Context: an optimization exercise on an open-source flow, tuned for small area, a short achievable clock period and few clock cycles per item. The choices shown serve that exercise and are no tape-out recipe.
Function not checked in this run: the RTL went through the layout flow alone.

**design/flow/run.sh**
```bash
#!/bin/bash
# synth_recipe.tcl (not shown) runs the flow's synth.tcl, then flattens the netlist and writes it again
# the make line also repeats each setting of config.mk as NAME=value (left out here)
make -C /OpenROAD-flow-scripts/flow DESIGN_CONFIG=/design/flow/config.mk WORK_HOME=/design/flow/orfs CLKGATE_MAP_FILE= SYNTH_SCRIPT=/design/flow/synth_recipe.tcl finish
```
**design/flow/config.mk**
```make
export PLATFORM = sky130hd
export DESIGN_NAME = pratica3
export DESIGN_NICKNAME = pratica3
export VERILOG_FILES = /design/flow/design.v
export SDC_FILE = /design/flow/constraint.sdc
export NUM_CORES = 4
export LEC_CHECK = 0
export CAP_MARGIN = 20
export CORE_MARGIN = 2
export CORE_UTILIZATION = 40
export SLEW_MARGIN = 20
```
**design/flow/constraint.sdc**
```tcl
create_clock -name core_clock -period 33.0 [get_ports {clock}]
set_input_delay 6.6000 -clock core_clock [delete_from_list [all_inputs] [get_ports {clock}]]
set_output_delay 6.6000 -clock core_clock [all_outputs]
set_load 0.01 [all_outputs]
```
**design/flow/design.v**
```verilog
module mux(R1, R2, R3, R4, R5, R6, R7, RegAddr, RegOut);
	input [15:0]R1, R2, R3, R4, R5, R6, R7;
	input [2:0]RegAddr;
	output reg [15:0]RegOut;
  always@(*)
  begin
    case(RegAddr)
      3'b001: RegOut = R1;
      3'b010: RegOut = R2;
      3'b011: RegOut = R3;
      3'b100: RegOut = R4;
      3'b101: RegOut = R5;
      3'b110: RegOut = R6;
      3'b111: RegOut = R7;
      default: RegOut = 16'd0;    
    endcase
  end
endmodule
module BancoRegistradores(clock, reset, data, address, write, R1, R2, R3, R4, R5, R6, R7);
	input clock, reset;
	input [15:0] data;
	input write;
	input [2:0] address;
	output reg [15:0] R1, R2, R3, R4, R5, R6, R7;
	always @(posedge clock)
	begin
		if(reset)
		begin
		  R1 <= 1; R2 <= 1; R3 <= 1; R4 <= 2; R5 <= 0; R6 <= 1; R7 <= 0;
		end
		else if(write)
		begin
		  if(address == 3'b001) R1 <= data;
		  if(address == 3'b010) R2 <= data;
		  if(address == 3'b011) R3 <= data;
		  if(address == 3'b100) R4 <= data;
		  if(address == 3'b101) R5 <= data;
		  if(address == 3'b110) R6 <= data;
		  if(address == 3'b111) R7 <= data;
		end
	end
endmodule
module FilaInstrucao(clock, reset, inValid, inInstr, inReady, idle,
                     valid, instrOut, stallNext, evNext);
  input clock, reset, inValid;
  input [15:0] inInstr;
  input stallNext;    
  input evNext;       
  output reg inReady;
  output reg idle;
  output reg valid;
  output reg [12:0] instrOut;
  wire validNext = ~inReady | inValid;
  always @(posedge clock)
  begin
    if(reset)
    begin
      valid <= 1'b0;
      inReady <= 1'b1;
      idle <= 1'b1;
    end
    else
    begin
      valid <= validNext;
      inReady <= ~validNext | ~stallNext;
      idle <= ~validNext & ~evNext;
    end
    if(inReady)
      instrOut <= inInstr[12:0];
  end
endmodule
module UnidadeFuncional(clock, reset, load, loadValid, loadOp, loadDst, Yin, Xin,
                        stall, stallNext, evNext, we, dst, result);
	input clock, reset;
	input load, loadValid;
	input [1:0] loadOp;
	input [2:0] loadDst;
	input [15:0] Yin, Xin;
	output stall, stallNext, evNext, we;
	output reg [2:0] dst;
	output reg [15:0] result;
	reg ev;
	reg [1:0] op;
	reg [1:0] cnt;
	reg [15:0] A, B, rem;
	reg [17:0] B3;
	wire isDiv = (op == 2'b11);
	wire last = (cnt == 2'd3);
	wire done = ev & (~isDiv | last);
	assign stall = ev & isDiv & ~last;
	assign we = done;
	assign evNext = load ? loadValid : (ev & ~done);
	assign stallNext = load ? (loadValid & (loadOp == 2'b11))
	                        : (ev & isDiv & ~cnt[1]);
	wire sub = op[0];
	wire [16:0] sumW = {A, 1'b1} + {B ^ {16{sub}}, sub};
	wire [15:0] prod = A * B;
	wire [3:0] a = A[15:12];
	wire ge0 = (B[15:1] == 15'd0) & ({1'b0, a[3]} >= B[0]);
	wire [0:0] r0 = ge0 ? (a[3] - B[0]) : a[3];
	wire ge1 = (B[15:2] == 14'd0) & ({r0, a[2]} >= B[1:0]);
	wire [1:0] r1 = ge1 ? ({r0, a[2]} - B[1:0]) : {r0, a[2]};
	wire ge2 = (B[15:3] == 13'd0) & ({r1, a[1]} >= B[2:0]);
	wire [2:0] r2 = ge2 ? ({r1, a[1]} - B[2:0]) : {r1, a[1]};
	wire ge3 = (B[15:4] == 12'd0) & ({r2, a[0]} >= B[3:0]);
	wire [3:0] r3 = ge3 ? ({r2, a[0]} - B[3:0]) : {r2, a[0]};
	wire [3:0] qNarrow = {ge0, ge1, ge2, ge3};
	function [17:0] r4step;      
		input [15:0] r;
		input [1:0] y;
		input [15:0] d;
		input [17:0] d3;
		reg [17:0] x;
		reg [18:0] s1, s2, s3;
		begin
			x = {r, y};
			s1 = {1'b0, x} - {3'b000, d};
			s2 = {1'b0, x} - {2'b00, d, 1'b0};
			s3 = {1'b0, x} - {1'b0, d3};
			if(~s3[18])      r4step = {2'd3, s3[15:0]};
			else if(~s2[18]) r4step = {2'd2, s2[15:0]};
			else if(~s1[18]) r4step = {2'd1, s1[15:0]};
			else             r4step = {2'd0, x[15:0]};
		end
	endfunction
	wire [17:0] st1 = r4step(rem, A[15:14], B, B3);
	wire [17:0] st2 = r4step(st1[15:0], A[13:12], B, B3);
	wire [3:0] qWide = {st1[17:16], st2[17:16]};
	wire first = (cnt == 2'd0);
	wire [3:0] qBits = first ? qNarrow : qWide;
	wire [15:0] remNext = first ? {12'd0, r3} : st2[15:0];
	wire [15:0] quotient = {A[11:0], qBits};
	always @(*)
	begin
		case(op)
			2'b10: result = prod;
			2'b11: result = quotient;
			default: result = sumW[16:1];
		endcase
	end
	always @(posedge clock)
	begin
		if(reset)
			ev <= 1'b0;
		else
			ev <= evNext;
		if(load)
		begin
			op <= loadOp;
			dst <= loadDst;
			B <= Xin;
			cnt <= 2'd0;
		end
		else
			cnt <= cnt + 2'd1;
		A <= load ? Yin : quotient;
		rem <= remNext;
		B3 <= {2'b00, B} + {1'b0, B, 1'b0};
	end
endmodule
module estacaoReserva(ir, irValid, stall, R1, R2, R3, R4, R5, R6, R7,
                      we, dst, result, adv, newValid, newOp, newY, newX);
   input [12:0] ir;
   input irValid, stall;
   input [15:0] R1, R2, R3, R4, R5, R6, R7;
   input we;
   input [2:0] dst;
   input [15:0] result;
   output adv, newValid;
   output [1:0] newOp;
   output [15:0] newY, newX;
   wire [2:0] rz = ir[12:10];
   wire [2:0] ry = ir[9:7];
   wire [2:0] rx = ir[6:4];
   wire [3:0] opc = ir[3:0];
   wire isArith = (opc == 4'b0000 || opc == 4'b0001 || opc == 4'b0100 || opc == 4'b0101);
   assign adv = irValid & ~stall;
   assign newValid = isArith & (rz != 3'd0);
   assign newOp = {opc[2], opc[0]};    
   wire [15:0] regY, regX;
   mux SelecRy(R1, R2, R3, R4, R5, R6, R7, ry, regY);
   mux SelecRx(R1, R2, R3, R4, R5, R6, R7, rx, regX);
   wire fwdY = we & (dst == ry);
   wire fwdX = we & (dst == rx);
   assign newY = fwdY ? result : regY;
   assign newX = fwdX ? result : regX;
endmodule
module CDB(clock, reset, instr_valid, instr, instr_ready, idle,
           R1, R2, R3, R4, R5, R6, R7);
  input clock, reset, instr_valid;
  input [15:0] instr;
  output instr_ready, idle;
  output [15:0] R1, R2, R3, R4, R5, R6, R7;
  wire        irValid;
  wire [12:0] ir;
  wire        stall, stallNext, evNext;
  wire        adv;           
  wire        newValid;      
  wire [1:0]  newOp;
  wire [15:0] newY, newX;
  wire        we;
  wire [2:0]  dst;
  wire [15:0] result;
  FilaInstrucao fila(clock, reset, instr_valid, instr, instr_ready, idle,
                     irValid, ir, stallNext, evNext);
  estacaoReserva operandos(ir, irValid, stall, R1, R2, R3, R4, R5, R6, R7,
                           we, dst, result, adv, newValid, newOp, newY, newX);
  UnidadeFuncional uf(clock, reset, adv, newValid, newOp, ir[12:10], newY, newX,
                      stall, stallNext, evNext, we, dst, result);
  BancoRegistradores banco(clock, reset, result, dst, we,
                           R1, R2, R3, R4, R5, R6, R7);
endmodule
module pratica3(clock, reset, instr_valid, instr, instr_ready, idle,
                R1, R2, R3, R4, R5, R6, R7);
	input clock, reset;
	input instr_valid;
	input [15:0] instr;
	output instr_ready, idle;
	output [15:0] R1, R2, R3, R4, R5, R6, R7;
	CDB cdb(clock, reset, instr_valid, instr, instr_ready, idle,
	        R1, R2, R3, R4, R5, R6, R7);
endmodule
```
==> results.yml <==
logic_synthesis:
  synth-compound-area-share: 0.222
  synth_top_family_by_area: "compound AO/OA/AOI/OAI gates"
  synthesis.nets: 2720
  synth_cells: 2403
  netlist_area_um2: 20100
  post_synth_xor_area_fraction: 0.0613
  synth.distinct_cells: 80
  async_flop_share: 0
  synth_simple_gate_area_frac: 0.151
  synthFlopType: "dfxtp_1"
  synth_fa_ha_area_frac: 0.219
  synth_top_cell_area_share: 0.167
  yosysMostFrequentCell: "ha_1"
  yosys_register_bits: 202
  synth_commonest_cells: "ha_1, inv_1, nor2_1"
  syn_avg_cell_area_um2: 8.38
  synth_top_area_cell: "dfxtp_1"
  synth_edf_count: 34
  synth-seq-area-share: 0.218
  yosysWarnings: 4
  synth_mux_area_frac: 0.0682
  yosys-top-cells-area: "dfxtp_1, ha_1, fa_1"
routing:
  drt_iter0_markers: 1573
  vias: 18400
  wl_um: 65700
  dr.pass1.iters: 6
  vias_per_cell: 5.82
  wire_per_inst_um: 20.8
  ant_nets: 0
  drt_drc_violations_left: 0
worst_setup_path:
  rr_endpoint: "cdb.uf.rem[10]$_SDFF_PP0_"
  path_max_fanout: 15
  path_buf_inv: 1
  required_ps: 26400
  crit_path_start: "cdb.fila.inReady$_SDFF_PP1_"
  cp.arrival_ps: 1930
  cpMaxStageDelayCell: "dfxtp_1"
  critical_path.max_stage_delay_ps: 710
  worstSetupStartpointType: "register"
  r2r_start: "cdb.uf.B[3]$_DFFE_PP_"
  path_cells: "clkdlybuf4s50_1"
  cp_top_family: "flip-flops"
  reg2reg_slack_ps: 25190
  path_class: "reg2out"
  cp-end-kind: "output pin"
  r2r_cells: 19
min_path:
  holdPathEnd: "cdb.uf.op[1]$_DFFE_PP_"
  hold_path_class: "reg2reg"
  hold_start: "cdb.fila.instrOut[2]$_DFFE_PP_"
  whs_path_depth: 0
grt:
  grt_max_degree: 79
  grt_pass1_wl_um: 103000
  antenna_found_initial: 0
  grt_overflow_total: 0
  grt_pass1_vias: 18100
  grt_usage: 0.247
clocking:
  clk_latency_ps: 560
  cts_buffer_depth: 3
  cts_tree: "built"
  cts.sinks: 202
  htree_levels: 1
  numCtsBuffers: 24
  cts_root_buf: "clkbuf_16"
  cts_resized: 0
  clk_pin_slew_worst_paths_ps: 60
  cts_setup_buffers: 0
  hold_buffers: 0
final_layout:
  seq_area_um2: 4380
  layout-drive-gt1-share: 0.0622
  finalNetCount: 2789
  multi_input_comb_area_um2: 14600
  fillCellCount: 4905
  area_growth_pct: 14.0
  fin_util: 0.460
  num_antenna_cells: 0
sta:
  finalCriticalPeriod_ps: 8530
  skew_ps: 14.0
  hold-worst-slack_ps: 448
  setup_tns_ps: 0
  slew_headroom: 0.231
  period_share: 0.258
  worstMarginPinSlew_ps: 1150
  hold_viol_final: 0
  max_freq_mhz: 117
  fin_ws_ps: 24470
  setup_viol: 0
  rsz0062_at_grt: "false"
  slew_violations: 0
placement:
  pre_cts_slack_ps: 25030
  port_buffers: 129
  globalplace.congestion: 0.958
  dp_hpwl_um: 48200
die:
  io_pins: 133
  chipHeight_um: 228
  dieArea_um2: 52200
  initial_utilization: 0.403
  fp-row-count: 82
  die-width_um: 228
  core_um2: 50000
outcome:
  status: "complete, no violations"
job:
  cap_violations: 0
how the worst max path moves through the flow:
stage / end / slack [ps] / cells past startpoint
final: instr_ready / 24470 / 1
after global routing: instr_ready / 24370 / 1
after CTS: instr_ready / 24410 / 1
after detailed placement: instr_ready / 25030 / 1
after global placement: instr_ready / 25060 / 1
after floorplan: cdb.banco.R2[2]$_SDFFE_PP0P_ / 25540 / 5
placed cells by master, fill, tap and decap left out, types with 88 or more instances in the layout:
master,n
a21oi_1,172
clkdlybuf4s50_1,128
dfxtp_1,168
fa_1,90
ha_1,208
inv_1,202
nand2_1,181
nor2_1,188
o21ai_0,138
xnor2_1,88
through the flow:
step / instance area (um^2) / std cells
2_1_floorplan: 20100 / 2403
3_3_place_gp: 22100 / 3118
3_5_place_dp: 22100 / 3118
4_1_cts: 23000 / 3162
5_1_grt: 23000 / 3162
6_report: 23000 / 3162
area by class of cell:
type | count | area share
Tap cell | 672 | 0.0366
Multi-Input combinational cell | 1877 | 0.635
Sequential cell | 202 | 0.191
Inverter | 202 | 0.0330
Clock inverter | 10 | 0.00681
Timing Repair Buffer | 165 | 0.0678
Clock buffer | 34 | 0.0300
kinds of logic after synthesis:
family | after synthesis
compound gates | 681
flops | 202
buf+inv | 324
fa+ha+maj | 298
xor+xnor | 141
mux | 109
simple gates | 648
state kept, by name (all words and copies together), names as in the netlist:
| signal | cells |
|---|---|
| cdb.uf.cnt | 2 |
| cdb.banco.R5 | 16 |
| cdb.fila.valid | 1 |
| cdb.uf.A | 16 |
| cdb.uf.op | 2 |
| cdb.fila.instrOut | 13 |
| cdb.banco.R7 | 16 |
| cdb.uf.dst | 3 |
| cdb.fila.inReady | 1 |
| cdb.banco.R4 | 16 |
| cdb.uf.B3 | 18 |
| cdb.uf.rem | 16 |
| cdb.banco.R1 | 16 |
| cdb.uf.ev | 1 |
| cdb.uf.B | 16 |
| cdb.banco.R3 | 16 |
| cdb.fila.idle | 1 |
| cdb.banco.R6 | 16 |
| cdb.banco.R2 | 16 |
metal layers:
| metal | part of all wire | vias to the layer above | routed length [um] | GRT usage |
|---|---|---|---|---|
| li1 | - | 8695 | - | - |
| met1 | 0.45 | 8956 | 29800 | 0.341 |
| met2 | 0.45 | 649 | 29600 | 0.399 |
| met3 | 0.073 | 99 | 4770 | 0.0420 |
| met4 | 0.023 | 0 | 1540 | 0.0629 |
| met5 | 0 | - | 0 | 0 |

==> separate check: timing with driven ports <==
In the flow no input, the clock included, has a driving cell. The finished layout below was timed again as built, in two steps.
Step 1 sets driving cells, clkbuf_16 on the clock port and buf_2 on the other inputs (assumed; they add their load-dependent delay and slew).
Step 2 adds t to the input delays and takes it off the output delays; t is the mean of the earliest and latest rising clock arrival at the registers after step 1. Input paths then give back, and output paths get back, about the clock's delay inside the block.
Slacks: ideal ports / drivers / drivers and shift; pairs: ideal ports / drivers.
t, ns: 0.611
slack for setup (ns): 24.471 / 24.417 / 24.996
hold WS [ns]: 0.448 / 0.448 / 0.448
worst data-port slew with drivers (ns): 0.04
After both steps setup and hold are still met in this run. For this run, drivers alone change the setup slack by -0.054 ns; drivers and shift together by +0.525 ns.
